What follows belongs to an exercise in optimizing a design on an open flow for small area; a production flow would make more cautious choices.
Only simulation tests tie the RTL to the original design; equivalence was not proved.
Power and IR drop assume default switching activity.

==> job 859: inputs <==
==> flow/design.v (excerpt) <==
module SubRenderer(clk, rst, hcount, vcount, blank, startscreen, collision,
                   yPos, fish1X, fish1Y, fish2X, fish2Y, octo1X, octo1Y,
                   rock1X, rock1Y, shark1X, shark1Y,
                   bub1Y, bub2Y, bub3Y, bub4Y, bub5Y, waveX,
                   R, G, B);
Settings: LEC_CHECK=0, ABC_AREA=1, CAP_MARGIN=20, CORE_MARGIN=2, CORE_UTILIZATION=40, CTS_BUF_LIST=sky130_fd_sc_hd__clkbuf_2, SLEW_MARGIN=20, SYNTH_HIERARCHICAL=1, SYNTH_MINIMUM_KEEP_SIZE=0; clock period 25.0 ns.
standard.sh (not shown) runs the stock make flow with config.mk's settings and CLKGATE_MAP_FILE= SYNTH_SCRIPT=/design/flow/synth_recipe.tcl, a recipe that flattens the netlist after the stock synthesis.
==> flow/flow/run.sh <==
#!/bin/bash
# The standard layout (standard.sh) with two changes:
#  - synthesis maps the top module's logic with flow/abc_deep.script (rounds of ABC
#    deepsyn and area mapping) and the adder modules with flow/abc_small.script, in
#    place of ORFS's abc_area.script; everything else in the synthesis is
#    synth_recipe.tcl unchanged;
#  - placement buffers every input and output port with buf_1, the smallest buffer.
# Each tool's output goes to the ORFS logs under orfs/logs; standard.sh's own output
# goes to standard.log.
set -euo pipefail
HERE=$(pwd)
export MY_ABC_DEEP="$HERE/flow/abc_deep.script"
export MY_ABC_SMALL="$HERE/flow/abc_small.script"
export BUFFER_PORTS_ARGS="-buffer_cell sky130_fd_sc_hd__buf_1"
{
  cat <<'EOT'
proc abc {args} {
  set i [lsearch -exact $args -script]
  if {$i < 0} {
    yosys abc {*}$args
    return
  }
  set j [expr {$i + 1}]
  yosys abc {*}[lreplace $args $j $j $::env(MY_ABC_DEEP)] SubRenderer
  yosys abc {*}[lreplace $args $j $j $::env(MY_ABC_SMALL)] add*
}
EOT
  cat synth_recipe.tcl
} > own_synth.tcl
sed "s#SYNTH_SCRIPT=[^ ]*#SYNTH_SCRIPT=$HERE/own_synth.tcl#" standard.sh > own_standard.sh
grep -q "SYNTH_SCRIPT=$HERE/own_synth.tcl" own_standard.sh
bash own_standard.sh > standard.log 2>&1
==> flow/flow/abc_deep.script <==
strash; &get -n; &deepsyn -T 40; &put; strash; dch -f; amap; &get -n; &deepsyn -T 40; &put; strash; dch -f; amap; &get -n; &deepsyn -T 40; &put; strash; dch -f; amap; &get -n; &deepsyn -T 40; &put; strash; dch -f; amap; &get -n; &deepsyn -T 40; &put; strash; dch -f; amap; &get -n; &deepsyn -T 40; &put; strash; dch -f; amap; &get -n; &deepsyn -T 40; &put; strash; dch -f; amap; &get -n; &deepsyn -T 40; &dch -f; &nf -R 1000 -p -F 8 -A 4; &put; topo
==> flow/flow/abc_small.script <==
strash; dch -f; amap; topo
==> inputs of job 4841, as changes to job 859 <==
==> flow/flow/abc_deep.script (replaced) <==
strash; &get -n; &deepsyn -T 40; &put; strash; dch -f; amap; &get -n; &deepsyn -T 40; &put; strash; dch -f; amap; &get -n; &deepsyn -T 40; &put; strash; dch -f; amap; &get -n; &deepsyn -T 40; &put; strash; dch -f; amap; &get -n; &deepsyn -T 40; &put; strash; dch -f; amap; &get -n; &deepsyn -T 40; &put; strash; dch -f; amap; &get -n; &deepsyn -T 40; &put; strash; dch -f; amap; &get -n; &deepsyn -T 40; &put; strash; dch -f; amap; &get -n; &deepsyn -T 40; &put; strash; dch -f; amap; &get -n; &deepsyn -T 40; &put; strash; dch -f; amap; &get -n; &deepsyn -T 40; &put; strash; dch -f; amap; &get -n; &deepsyn -T 40; &put; strash; dch -f; amap; &get -n; &deepsyn -T 40; &put; strash; dch -f; amap; &get -n; &deepsyn -T 40; &put; strash; dch -f; amap; &get -n; &deepsyn -T 40; &put; strash; dch -f; amap; &get -n; &deepsyn -T 40; &dch -f; &nf -R 1000 -p -F 8 -A 4; &put; topo
==> summary of the runs <==
In job 4841 the final cell count is higher than in job 859, by about 0.37%.
In combinational power, job 859 and job 4841 hardly differ.
In design area, job 859 and job 4841 hardly differ.
Against job 4841, the worst setup slack of job 859 is worse by 170 ps.
Sequential cell count is the same in job 4841 and job 859.
Synthesized cell count: job 4841 is larger than job 859 (0.34%).
In utilization, job 859 and job 4841 hardly differ.
Of job 4841 and job 859, job 4841 has the higher non-clock buffer count (gap 2).
Of job 859 and job 4841, job 859 has the higher global-route usage (gap 0.98 points).
==> figures <==
| quantity | job 4841 | job 859 |
|---|---|---|
| Setup ws final | 12090 ps | 11920 ps |
| Result of the run | timing/DRC/antenna clean | timing/DRC/antenna clean |
| Clock latency reported for the late side of the worst-skew pair | 250 ps | 240 ps |
| Proportion of power drawn by the clock network | 3.2% | 3.0% |
| Post-layout instance count excluding filler cells | 1355 | 1350 |
| Final Routed Wirelength | 26.5 mm | 27.8 mm |
| Non-clock inverters | 57 | 59 |
| Worst slack after detailed placement | 11870 ps | 11720 ps |
| # nets final | 1522 | 1517 |
| Endpoint of the worst setup timing path | G[1]$_SDFFE_PP0P_ | B[1]$_SDFFE_PP0P_ |
| Final Total Pwr | 256 uW | 258 uW |
| Reg2reg setup slack | 24210 ps | 24160 ps |
| FF-to-FF path depth | 2 | 3 |
| GRT met1 Usage | 39.9% | 41.0% |
| WHS Path Cells | 2 | 1 |
| Switching Power | 147 uW | 149 uW |
| Required time of the critical path | 25170 ps | 25190 ps |
| Number of filler instances in the final layout | 1805 | 1801 |
| Detailed-routing iteration count for the pre-antenna-repair pass | 8 | 7 |

========
==> inputs of run X <==
Another version of the RTL of SubRenderer (not shown whole).
Settings: LEC_CHECK=0, ABC_AREA=1, CAP_MARGIN=20, CORE_MARGIN=2, CORE_UTILIZATION=40, SLEW_MARGIN=20; clock period 25.0 ns.
==> flow/flow/run.sh <==
#!/bin/bash
# The standard layout (standard.sh), with the smallest buffer, buf_1, as the buffer
# that placement puts on every input and output port.
set -euo pipefail
export BUFFER_PORTS_ARGS="-buffer_cell sky130_fd_sc_hd__buf_1"
bash standard.sh > standard.log 2>&1
==> run F (differences from run X) <==
==> flow/flow/run.sh (replaced) <==
#!/bin/bash
# The standard layout (standard.sh) with two changes:
#  - synthesis maps the logic with flow/abc_deep.script (ABC's deepsyn, then area
#    mapping) in place of ORFS's abc_area.script; everything else in the synthesis
#    is synth_recipe.tcl unchanged;
#  - placement buffers every input and output port with buf_1, the smallest buffer.
# Each tool's output goes to the ORFS logs under orfs/logs; standard.sh's own output
# goes to standard.log.
set -euo pipefail
HERE=$(pwd)
export MY_ABC_SCRIPT="$HERE/flow/abc_deep.script"
export BUFFER_PORTS_ARGS="-buffer_cell sky130_fd_sc_hd__buf_1"
{
  cat <<'EOT'
proc abc {args} {
  set i [lsearch -exact $args -script]
  if {$i >= 0} {
    set args [lreplace $args [expr {$i + 1}] [expr {$i + 1}] $::env(MY_ABC_SCRIPT)]
  }
  yosys abc {*}$args
}
EOT
  cat synth_recipe.tcl
} > own_synth.tcl
sed "s#SYNTH_SCRIPT=[^ ]*#SYNTH_SCRIPT=$HERE/own_synth.tcl#" standard.sh > own_standard.sh
grep -q "SYNTH_SCRIPT=$HERE/own_synth.tcl" own_standard.sh
bash own_standard.sh > standard.log 2>&1
==> flow/flow/abc_deep.script (new file) <==
strash; &get -n; &deepsyn -T 60; &put; strash; dch -f; amap; topo
==> summary of the runs <==
Of run X and run F, run X has the higher area after synthesis (gap about 20%, measured against run F). Of run F and run X, run F has the higher global-route usage (gap 0.44 points). In run F the combinational power is smaller than in run X, by 11%. In run X the core utilization is lower than in run F, by 1.8 points. Of run F and run X, run X has the higher maximum frequency (gap 11%, measured against run X). In run X the sequential share of layout area is lower than in run F, by 0.22 points. Between run X and run F, the lower non-clock buffer count is in run X (gap 4). In clock skew, run F and run X do not differ. Against run X, the wire length of run F is smaller by 14%.

## static timing again, ports no longer ideal
In the flow no input, the clock included, has a driving cell. The finished layouts below were timed again as built, in two steps. Step 1 (the two cells are an assumption about what drives the block):
set clk [get_ports {clk}]
set_driving_cell -lib_cell sky130_fd_sc_hd__clkbuf_16 $clk
set_driving_cell -lib_cell sky130_fd_sc_hd__buf_2 [delete_from_list [all_inputs] $clk]
Step 2 also shifts input and output timing later by t, the mid clock arrival at the registers, as if the neighbouring blocks saw the same clock. Slacks: ideal / step 1 / step 2; pairs: ideal / step 1.
| run | t (ns) | setup WS [ns] | worst register clock-pin slew, ns | worst slew at a driven data input, ns |
|---|---|---|---|---|
| job 859 | 0.256 | 11.923 / 11.891 / 11.635 | 0.08 / 0.08 | 0.06 |
| job 4841 | 0.270 | 12.092 / 12.080 / 11.810 | 0.08 / 0.08 | 0.05 |
| run X | 0.265 | 11.382 / 11.388 / 11.124 | 0.04 / 0.04 | 0.07 |
| run F | 0.269 | 9.615 / 9.626 / 9.358 | 0.04 / 0.04 | 0.05 |
After both steps setup and hold are still met in every run listed. The setup slack of job 859, which loses most, moves by -0.032 ns with the drivers and by -0.288 ns with both steps.
